This design comes from an exercise in tuning for small area and a short achievable clock period on the open sky130 flow, not from production work. Only simulation tests tie the RTL to the original design; equivalence was not proved. Power is estimated from default activity; no workload was simulated.

Setup of the reference run:
## FIR
module FIR (
	input  wire        rst_n,
	input  wire        CLK,
	input  wire [15:0] sample_in,
	input  wire        En_FIR,
	output wire [31:0] sample_out
);
Size: ~4800 cells after synthesis, roughly 1100 flip-flops, roughly 73000 µm² of cells after synthesis.
export LEC_CHECK = 0
export CAP_MARGIN = 20
export CORE_MARGIN = 2
export CORE_UTILIZATION = 55
export PLACE_DENSITY = 0.7
export SLEW_MARGIN = 20
export SYNTH_HIERARCHICAL = 1
create_clock -name core_clock -period 24.0 [get_ports {CLK}]
standard.sh (not shown) runs the stock make flow with config.mk's settings and CLKGATE_MAP_FILE= SYNTH_SCRIPT=/design/flow/synth_recipe.tcl, a recipe that flattens the netlist after the stock synthesis.
==> flow/flow/run.sh <==
#!/bin/bash
# Own flow: the standard layout (standard.sh, unchanged synthesis), with
# timing repair aimed below the achieved period instead of the 24 ns clock,
# port buffers of a plain buffer cell, and a clock tree with larger sink
# clusters.  Each tool's output goes to its own log in this folder.
set -euo pipefail
export SETUP_SLACK_MARGIN=14.05
export BUFFER_PORTS_ARGS="-buffer_cell sky130_fd_sc_hd__buf_1"
export CTS_ARGS="-sink_clustering_enable -repair_clock_nets -buf_list sky130_fd_sc_hd__clkbuf_4 -sink_clustering_size 10 -sink_clustering_max_diameter 35 -dont_use_dummy_load"
bash standard.sh synth      > synth.log 2>&1
bash standard.sh floorplan  > floorplan.log 2>&1
bash standard.sh place      > place.log 2>&1
bash standard.sh cts        > cts.log 2>&1
bash standard.sh route      > route.log 2>&1
bash standard.sh finish     > finish.log 2>&1
What the trial run does differently from the reference run at the input level:
- putting CTS_BUF_LIST at sky130_fd_sc_hd__clkbuf_4 where nothing was set
- putting CTS_CLUSTER_SIZE at 10 where nothing was set
- putting CTS_CLUSTER_DIAMETER at 35 where nothing was set
- putting SETUP_SLACK_MARGIN at 5 where nothing was set
==> flow/run.sh (new file) <==
#!/bin/bash
# synth_recipe.tcl (not shown) runs the flow's synth.tcl, then flattens the netlist and writes it again
# the make line also repeats each setting of config.mk as NAME=value (left out here)
make -C /OpenROAD-flow-scripts/flow DESIGN_CONFIG=/design/flow/config.mk WORK_HOME=/design/flow/orfs CLKGATE_MAP_FILE= SYNTH_SCRIPT=/design/flow/synth_recipe.tcl finish
removed: flow/flow/run.sh
removed: flow/standard.sh
Results
As far as share of the yosys chip area belonging to registers goes, the reference run and the trial run are indistinguishable; the numbers are identical. Against the reference run, detailed-routing wirelength on met1 in the trial run rose by a few percent. Proportion of layout cells with a drive suffix above 1: the trial run vs the reference run down 1.2 points. Of the trial run and the reference run, the run reporting the lower clock tree buffer count of the final layout was the reference run. Final area: the trial run vs the reference run up 830 µm².


onyx:
Another version of the RTL of FIR (not shown whole).
Size in the first run: roughly 1100 flip-flops, about 51 I/O pins.
==> flow/config.mk <==
export PLATFORM = sky130hd
export DESIGN_NAME = FIR
export DESIGN_NICKNAME = FIR
export VERILOG_FILES = /design/flow/design.v
export SDC_FILE = /design/flow/constraint.sdc
export NUM_CORES = 8
export LEC_CHECK = 0
export CAP_MARGIN = 20
export CORE_MARGIN = 2
export CORE_UTILIZATION = 55
export PLACE_DENSITY = 0.7
export SLEW_MARGIN = 20
export SYNTH_HIERARCHICAL = 1
==> flow/constraint.sdc <==
create_clock -name core_clock -period 24.0 [get_ports {CLK}]
set_input_delay 4.8000 -clock core_clock [delete_from_list [all_inputs] [get_ports {CLK}]]
set_output_delay 4.8000 -clock core_clock [all_outputs]
set_load 0.01 [all_outputs]
==> flow/flow/run.sh <==
#!/bin/bash
# Own flow: the standard layout (standard.sh, unchanged synthesis), with
# timing repair aimed below the achieved period instead of the 24 ns clock,
# port buffers of a plain buffer cell, and a clock tree with larger sink
# clusters.  Each tool's output goes to its own log in this folder.
set -euo pipefail
export SETUP_SLACK_MARGIN=14.4
export BUFFER_PORTS_ARGS="-buffer_cell sky130_fd_sc_hd__buf_4"
export CTS_ARGS="-sink_clustering_enable -repair_clock_nets -buf_list sky130_fd_sc_hd__clkbuf_16 -sink_clustering_size 24 -sink_clustering_max_diameter 60 -dont_use_dummy_load"
bash standard.sh synth      > synth.log 2>&1
bash standard.sh floorplan  > floorplan.log 2>&1
bash standard.sh place      > place.log 2>&1
bash standard.sh cts        > cts.log 2>&1
bash standard.sh route      > route.log 2>&1
bash standard.sh finish     > finish.log 2>&1
onyx reached the end of the flow, and the finished layout is clean on the timing, DRC and antenna checks.
Setup changes, onyx to fjord
Settings: CTS_BUF_LIST newly set to sky130_fd_sc_hd__clkbuf_4.
==> flow/flow/run.sh <==
#!/bin/bash
# Own flow: the standard layout (standard.sh, unchanged synthesis), with
# timing repair aimed below the achieved period instead of the 24 ns clock,
# and port buffers of a plain buffer cell.  Each tool's output goes to its
# own log in this folder.
set -euo pipefail
export SETUP_SLACK_MARGIN=14.4
export BUFFER_PORTS_ARGS="-buffer_cell sky130_fd_sc_hd__buf_4"
bash standard.sh synth      > synth.log 2>&1
bash standard.sh floorplan  > floorplan.log 2>&1
bash standard.sh place      > place.log 2>&1
bash standard.sh cts        > cts.log 2>&1
bash standard.sh route      > route.log 2>&1
bash standard.sh finish     > finish.log 2>&1
## What came out
In summary, fjord completed successfully, with a layout that passed the timing, DRC and antenna checks.
Going from onyx to fjord, the register-to-register slack was found to have gone up by 0.02 ns.
onyx → fjord: number of enable-type register cells in the synthesized netlist stayed essentially flat, area growth from synthesis to layout rose by 1.9 points, sequential share of layout area fell by 0.47 points.
For fraction of the cycle the final worst path needs, onyx and fjord come out practically identical.
| setup slack after layout | fjord vs onyx | worse |
Reported for fjord and onyx, area of the die turned out identical to the last digit.
The routed wire length of fjord exceeds that of onyx by 1.5%.
From onyx to fjord the numbers moved as follows: core utilization of the finished layout picked up an extra 1.1 points, total vias in the final route went up 1610.


run 1:
FIR, a different RTL version from the one above (not shown whole).
Size: about 4900 cells after synthesis, ~51 I/O pins, ~0.074 sq mm of cells after synthesis.
clock: 24.0 ns
lec_check: 0
cap_margin: 20
core_margin: 2
core_utilization: 55
place_density: 0.7
slew_margin: 20
synth_hierarchical: 1
==> flow/flow/run.sh <==
#!/bin/bash
# Own flow: the standard layout (standard.sh, unchanged synthesis), with
# timing repair aimed below the achieved period instead of the 24 ns clock,
# port buffers of a plain buffer cell, and a clock tree with larger sink
# clusters.  Each tool's output goes to its own log in this folder.
set -euo pipefail
export SETUP_SLACK_MARGIN=14.05
export BUFFER_PORTS_ARGS="-buffer_cell sky130_fd_sc_hd__buf_4"
export CTS_ARGS="-sink_clustering_enable -repair_clock_nets -buf_list sky130_fd_sc_hd__clkbuf_8 -sink_clustering_size 12 -sink_clustering_max_diameter 50 -dont_use_dummy_load"
bash standard.sh synth      > synth.log 2>&1
bash standard.sh floorplan  > floorplan.log 2>&1
bash standard.sh place      > place.log 2>&1
bash standard.sh cts        > cts.log 2>&1
bash standard.sh route      > route.log 2>&1
bash standard.sh finish     > finish.log 2>&1
The flow did not stop early for run 1: all stages ran, and the layout cleared the timing, DRC and antenna checks.
[inputs] run 2 vs run 1
--- a/flow/flow/run.sh
+++ b/flow/flow/run.sh
@@ -8,3 +8,3 @@
 export BUFFER_PORTS_ARGS="-buffer_cell sky130_fd_sc_hd__buf_4"
-export CTS_ARGS="-sink_clustering_enable -repair_clock_nets -buf_list sky130_fd_sc_hd__clkbuf_8 -sink_clustering_size 12 -sink_clustering_max_diameter 50 -dont_use_dummy_load"
+export CTS_ARGS="-sink_clustering_enable -repair_clock_nets -buf_list sky130_fd_sc_hd__clkbuf_4 -sink_clustering_size 10 -sink_clustering_max_diameter 50 -dont_use_dummy_load"
 bash standard.sh synth      > synth.log 2>&1
==> comparison <==
Against run 1, the final cell area of run 2 is lower.
Between run 2 and run 1, the difference in global-route wire length before repair is negligible.
Going from run 1 to run 2, global-route usage neither gained nor lost much; clock skew lost 0.0036 ns; sequential share of layout area picked up an extra 0.20 points; setup slack neither gained nor lost much.
The net count of the finished layout of run 1 and that of run 2 are within noise of each other.
Leakage power of the design, run 2 vs run 1: down slightly
Per the final summary, run 2 finished and its layout is clean on timing, DRC and antenna.
Relative to run 2, the following input files were edited for run 3:
--- a/flow/flow/run.sh
+++ b/flow/flow/run.sh
@@ -8,3 +8,3 @@
 export BUFFER_PORTS_ARGS="-buffer_cell sky130_fd_sc_hd__buf_4"
-export CTS_ARGS="-sink_clustering_enable -repair_clock_nets -buf_list sky130_fd_sc_hd__clkbuf_4 -sink_clustering_size 10 -sink_clustering_max_diameter 50 -dont_use_dummy_load"
+export CTS_ARGS="-sink_clustering_enable -repair_clock_nets -buf_list sky130_fd_sc_hd__clkbuf_8 -sink_clustering_size 16 -sink_clustering_max_diameter 40 -dont_use_dummy_load"
 bash standard.sh synth      > synth.log 2>&1
Findings:
- Run 2 → run 3: area taken by flip-flops and latches now sits at about the same level; remaining max-slew budget at the tightest pin now sits lower; setup clock skew after layout now sits higher; fraction of area in non-clock buffers now sits at about the same level.
- Run 3 completed every stage of the flow, and the final layout passed the timing, DRC and antenna checks.
- Final wirelength essentially unchanged between run 3 and run 2.
- Run 3: hold slack 0.0051 ns above run 2
- There was hardly any difference in setup slack between run 2 and run 3.
- In the reports for run 2 and run 3, the smaller clock-pin transition on the worst setup and hold timing paths belongs to run 3.
- In the flow results for run 2 and run 3, the number of global-route vias before repair is larger on run 3.
- Leakage dissipation, run 3 vs run 2: up slightly


Setup of old:
Starting RTL as in the previous note.
export LEC_CHECK = 0
export CAP_MARGIN = 20
export CORE_MARGIN = 2
export CORE_UTILIZATION = 55
export PLACE_DENSITY = 0.7
export SLEW_MARGIN = 20
export SYNTH_HIERARCHICAL = 1
create_clock -name core_clock -period 24.0 [get_ports {CLK}]
==> flow/flow/run.sh <==
#!/bin/bash
# Own flow: the standard layout (standard.sh, unchanged synthesis), with
# timing repair aimed below the achieved period instead of the 24 ns clock,
# port buffers of a plain buffer cell, and a clock tree with larger sink
# clusters.  Each tool's output goes to its own log in this folder.
set -euo pipefail
export SETUP_SLACK_MARGIN=14.0
export BUFFER_PORTS_ARGS="-buffer_cell sky130_fd_sc_hd__buf_4"
export CTS_ARGS="-sink_clustering_enable -repair_clock_nets -buf_list sky130_fd_sc_hd__clkbuf_8 -sink_clustering_size 12 -sink_clustering_max_diameter 50 -dont_use_dummy_load"
bash standard.sh synth      > synth.log 2>&1
bash standard.sh floorplan  > floorplan.log 2>&1
bash standard.sh place      > place.log 2>&1
bash standard.sh cts        > cts.log 2>&1
bash standard.sh route      > route.log 2>&1
bash standard.sh finish     > finish.log 2>&1
The flow did not stop early for old: all stages ran, and the layout cleared the timing, DRC and antenna checks.
The following lists how new was set up differently from old:
- a change of CORE_UTILIZATION from 55 to 70
- a change of PLACE_DENSITY from 0.7 to 0.8
diff --git a/flow/flow/run.sh b/flow/flow/run.sh
--- a/flow/flow/run.sh
+++ b/flow/flow/run.sh
@@ -5,5 +5,5 @@
 # clusters.  Each tool's output goes to its own log in this folder.
 set -euo pipefail
-export SETUP_SLACK_MARGIN=14.0
+export SETUP_SLACK_MARGIN=14.05
 export BUFFER_PORTS_ARGS="-buffer_cell sky130_fd_sc_hd__buf_4"
 export CTS_ARGS="-sink_clustering_enable -repair_clock_nets -buf_list sky130_fd_sc_hd__clkbuf_8 -sink_clustering_size 12 -sink_clustering_max_diameter 50 -dont_use_dummy_load"
--- outcome ---
Hold slack: new vs old down 0.0043 ns. Higher share of power burned in combinational logic goes to new over old. In new, the final routed wirelength across all metal layers came out 11,000 um above the value in old. Sort old and new by total routing resource utilization after global routing, ascending, and old comes first. old was carried through to the last stage, and its layout satisfied the timing, DRC and antenna checks. new completed; timing, DRC and antenna clean. old → new: final cell count saw a decrease, worst setup slack after placement up 0.077 ns, number of unique standard cell types used by synthesis comparable.


FIR, a different RTL version from the one above (not shown whole).
Size: about 4700 cells after synthesis, about 1100 flip-flops, about 51 I/O pins.
==> flow/config.mk <==
export PLATFORM = sky130hd
export DESIGN_NAME = FIR
export DESIGN_NICKNAME = FIR
export VERILOG_FILES = /design/flow/design.v
export SDC_FILE = /design/flow/constraint.sdc
export NUM_CORES = 8
export LEC_CHECK = 0
export CAP_MARGIN = 20
export CORE_MARGIN = 2
export CORE_UTILIZATION = 55
export PLACE_DENSITY = 0.7
export SLEW_MARGIN = 20
export SYNTH_HIERARCHICAL = 1
==> flow/constraint.sdc <==
create_clock -name core_clock -period 24.0 [get_ports {CLK}]
set_input_delay 4.8000 -clock core_clock [delete_from_list [all_inputs] [get_ports {CLK}]]
set_output_delay 4.8000 -clock core_clock [all_outputs]
set_load 0.01 [all_outputs]
==> flow/flow/run.sh <==
#!/bin/bash
# Own flow: the standard layout (standard.sh, unchanged synthesis), with
# timing repair aimed below the achieved period instead of the 24 ns clock,
# port buffers of a plain buffer cell, and a clock tree with larger sink
# clusters.  Each tool's output goes to its own log in this folder.
set -euo pipefail
export SETUP_SLACK_MARGIN=14.05
export BUFFER_PORTS_ARGS="-buffer_cell sky130_fd_sc_hd__buf_4"
export CTS_ARGS="-sink_clustering_enable -repair_clock_nets -buf_list sky130_fd_sc_hd__clkbuf_4 -sink_clustering_size 10 -sink_clustering_max_diameter 35 -dont_use_dummy_load"
bash standard.sh synth      > synth.log 2>&1
bash standard.sh floorplan  > floorplan.log 2>&1
bash standard.sh place      > place.log 2>&1
bash standard.sh cts        > cts.log 2>&1
bash standard.sh route      > route.log 2>&1
bash standard.sh finish     > finish.log 2>&1
The first run passed the timing, DRC and antenna checks.
Rerun with:
--- a/flow/flow/run.sh
+++ b/flow/flow/run.sh
@@ -8,3 +8,3 @@
 export BUFFER_PORTS_ARGS="-buffer_cell sky130_fd_sc_hd__buf_4"
-export CTS_ARGS="-sink_clustering_enable -repair_clock_nets -buf_list sky130_fd_sc_hd__clkbuf_4 -sink_clustering_size 10 -sink_clustering_max_diameter 35 -dont_use_dummy_load"
+export CTS_ARGS="-sink_clustering_enable -repair_clock_nets -buf_list {sky130_fd_sc_hd__clkbuf_4 sky130_fd_sc_hd__clkbuf_8} -sink_clustering_size 10 -sink_clustering_max_diameter 35 -dont_use_dummy_load"
 bash standard.sh synth      > synth.log 2>&1
After rerunning:
- total power increases by about 7.4%
- non-clock buffer count decreases by 3
- first-iteration DRC count increases by about 0.6%
- flip-flop and latch count does not change
- final cell count hardly moves
Rerun with:
--- a/flow/flow/run.sh
+++ b/flow/flow/run.sh
@@ -8,3 +8,3 @@
 export BUFFER_PORTS_ARGS="-buffer_cell sky130_fd_sc_hd__buf_4"
-export CTS_ARGS="-sink_clustering_enable -repair_clock_nets -buf_list {sky130_fd_sc_hd__clkbuf_4 sky130_fd_sc_hd__clkbuf_8} -sink_clustering_size 10 -sink_clustering_max_diameter 35 -dont_use_dummy_load"
+export CTS_ARGS="-sink_clustering_enable -repair_clock_nets -buf_list sky130_fd_sc_hd__clkbuf_4 -sink_clustering_size 10 -sink_clustering_max_diameter 35 -dont_use_dummy_load"
 bash standard.sh synth      > synth.log 2>&1
--- a/flow/config.mk
+++ b/flow/config.mk
@@ -9,4 +9,4 @@
 export CORE_MARGIN = 2
-export CORE_UTILIZATION = 55
-export PLACE_DENSITY = 0.7
+export CORE_UTILIZATION = 60
+export PLACE_DENSITY = 0.75
 export SLEW_MARGIN = 20
After rerunning:
- The changed run completed with no timing, DRC or antenna violations
- design area drops by 1.4%
- die area drops by 8.2%
- fmax barely changes
- hold slack is worse by 0.015 ns
- clock power drops by 28%
- power drops by 7.5%
- clock skew climbs by 0.020 ns
- combinational power is about the same


gamma:
Another version of the RTL of FIR (not shown whole).
Size in the first run: about 4900 cells after synthesis, roughly 1100 flip-flops, ~0.074 mm² of cells after synthesis.
==> flow/config.mk <==
export PLATFORM = sky130hd
export DESIGN_NAME = FIR
export DESIGN_NICKNAME = FIR
export VERILOG_FILES = /design/flow/design.v
export SDC_FILE = /design/flow/constraint.sdc
export NUM_CORES = 8
export LEC_CHECK = 0
export CAP_MARGIN = 20
export CORE_MARGIN = 2
export CORE_UTILIZATION = 55
export PLACE_DENSITY = 0.7
export SLEW_MARGIN = 20
export SYNTH_HIERARCHICAL = 1
==> flow/constraint.sdc <==
create_clock -name core_clock -period 24.0 [get_ports {CLK}]
set_input_delay 4.8000 -clock core_clock [delete_from_list [all_inputs] [get_ports {CLK}]]
set_output_delay 4.8000 -clock core_clock [all_outputs]
set_load 0.01 [all_outputs]
==> flow/flow/run.sh <==
#!/bin/bash
# Own flow: the standard layout (standard.sh, unchanged synthesis), with
# timing repair aimed below the achieved period instead of the 24 ns clock,
# port buffers of a plain buffer cell, and a clock tree with larger sink
# clusters.  Each tool's output goes to its own log in this folder.
set -euo pipefail
export SETUP_SLACK_MARGIN=14.05
export BUFFER_PORTS_ARGS="-buffer_cell sky130_fd_sc_hd__buf_4"
export CTS_ARGS="-sink_clustering_enable -repair_clock_nets -buf_list sky130_fd_sc_hd__clkbuf_4 -sink_clustering_size 10 -sink_clustering_max_diameter 35 -dont_use_dummy_load"
bash standard.sh synth      > synth.log 2>&1
bash standard.sh floorplan  > floorplan.log 2>&1
bash standard.sh place      > place.log 2>&1
bash standard.sh cts        > cts.log 2>&1
bash standard.sh route      > route.log 2>&1
bash standard.sh finish     > finish.log 2>&1
Edits applied to the flow inputs when going from gamma to alpha:
Settings: ABC_AREA: unset -> 1.
Findings:
- A cell type of the slowest stage on the worst timing path of clkbuf_16 is what alpha shows, while and2_4 belongs to gamma.
- Number of resized instances in the post-cts repair step, alpha and gamma, higher one = gamma.
- alpha vs gamma, switching power share of the total went up by 2.0 points.
- Looking at worst setup slack before clock tree synthesis, alpha sits 0.035 ns above gamma.
- Against gamma, alpha comes in 9 lower on post-CTS setup-driven buffer insertion count.
- alpha against gamma: count of non-CTS inverters in the layout rose by about 45%; summed instance area of the synthesized netlist rose by about 4.5%.
- Comparing alpha and gamma, the higher number of placement rows was measured on alpha.
- Re logic gate share of total power: alpha and gamma aren't equal, and the higher value belongs to alpha.
- Synthesized cell count grows by more than half when moving from gamma to alpha.
- Taking gamma as the reference, in alpha total track usage moved down, total length of routed wires up 2.8%.

re-timing with driven ports:
Ports are ideal in the flow. The routed layouts listed here were re-timed in OpenROAD.
Step 1 sets driving cells, clkbuf_16 on the clock port and buf_2 on the other inputs (assumed; they add their load-dependent delay and slew).
Step 2 adds t to the input delays and takes it off the output delays; t is the mean of the earliest and latest rising clock arrival at the registers after step 1. Input paths then give back, and output paths get back, about the clock's delay inside the block.
a / b / c = no drivers / after step 1 / after step 2; a / b = the first two.
run | t (ns) | setup slack, ns | hold WS [ns]
the reference run | 1.231 | 13.973 / 13.673 / 13.673 | 0.401 / 0.401 / 0.401
the trial run | 1.308 | 12.973 / 12.950 / 12.950 | 0.462 / 0.462 / 0.462
onyx | 0.791 | 13.997 / 13.579 / 13.565 | 0.431 / 0.431 / 0.431
fjord | 1.370 | 13.992 / 13.570 / 13.533 | 0.408 / 0.408 / 0.408
run 1 | 0.934 | 14.001 / 13.607 / 13.401 | 0.448 / 0.448 / 0.448
run 2 | 1.192 | 14.003 / 13.665 / 13.511 | 0.411 / 0.411 / 0.411
run 3 | 0.957 | 14.003 / 13.598 / 13.257 | 0.416 / 0.416 / 0.416
old | 0.927 | 13.988 / 13.633 / 13.619 | 0.451 / 0.451 / 0.451
new | 0.869 | 14.004 / 13.605 / 13.605 | 0.447 / 0.447 / 0.447
the first run of note 5 | 1.236 | 13.996 / 13.644 / 13.644 | 0.407 / 0.407 / 0.407
the second run of note 5 | 0.936 | 14.000 / 13.646 / 13.646 | 0.411 / 0.411 / 0.411
the third run of note 5 | 1.222 | 13.995 / 13.661 / 13.661 | 0.397 / 0.397 / 0.397
gamma | 1.191 | 13.993 / 13.590 / 13.590 | 0.396 / 0.396 / 0.396
alpha | 1.231 | 14.012 / 13.583 / 13.583 | 0.301 / 0.301 / 0.301
After both steps setup and hold are still met in every run listed. For run 3, which loses most, drivers alone change the setup slack by -0.405 ns; drivers and shift together by -0.746 ns.
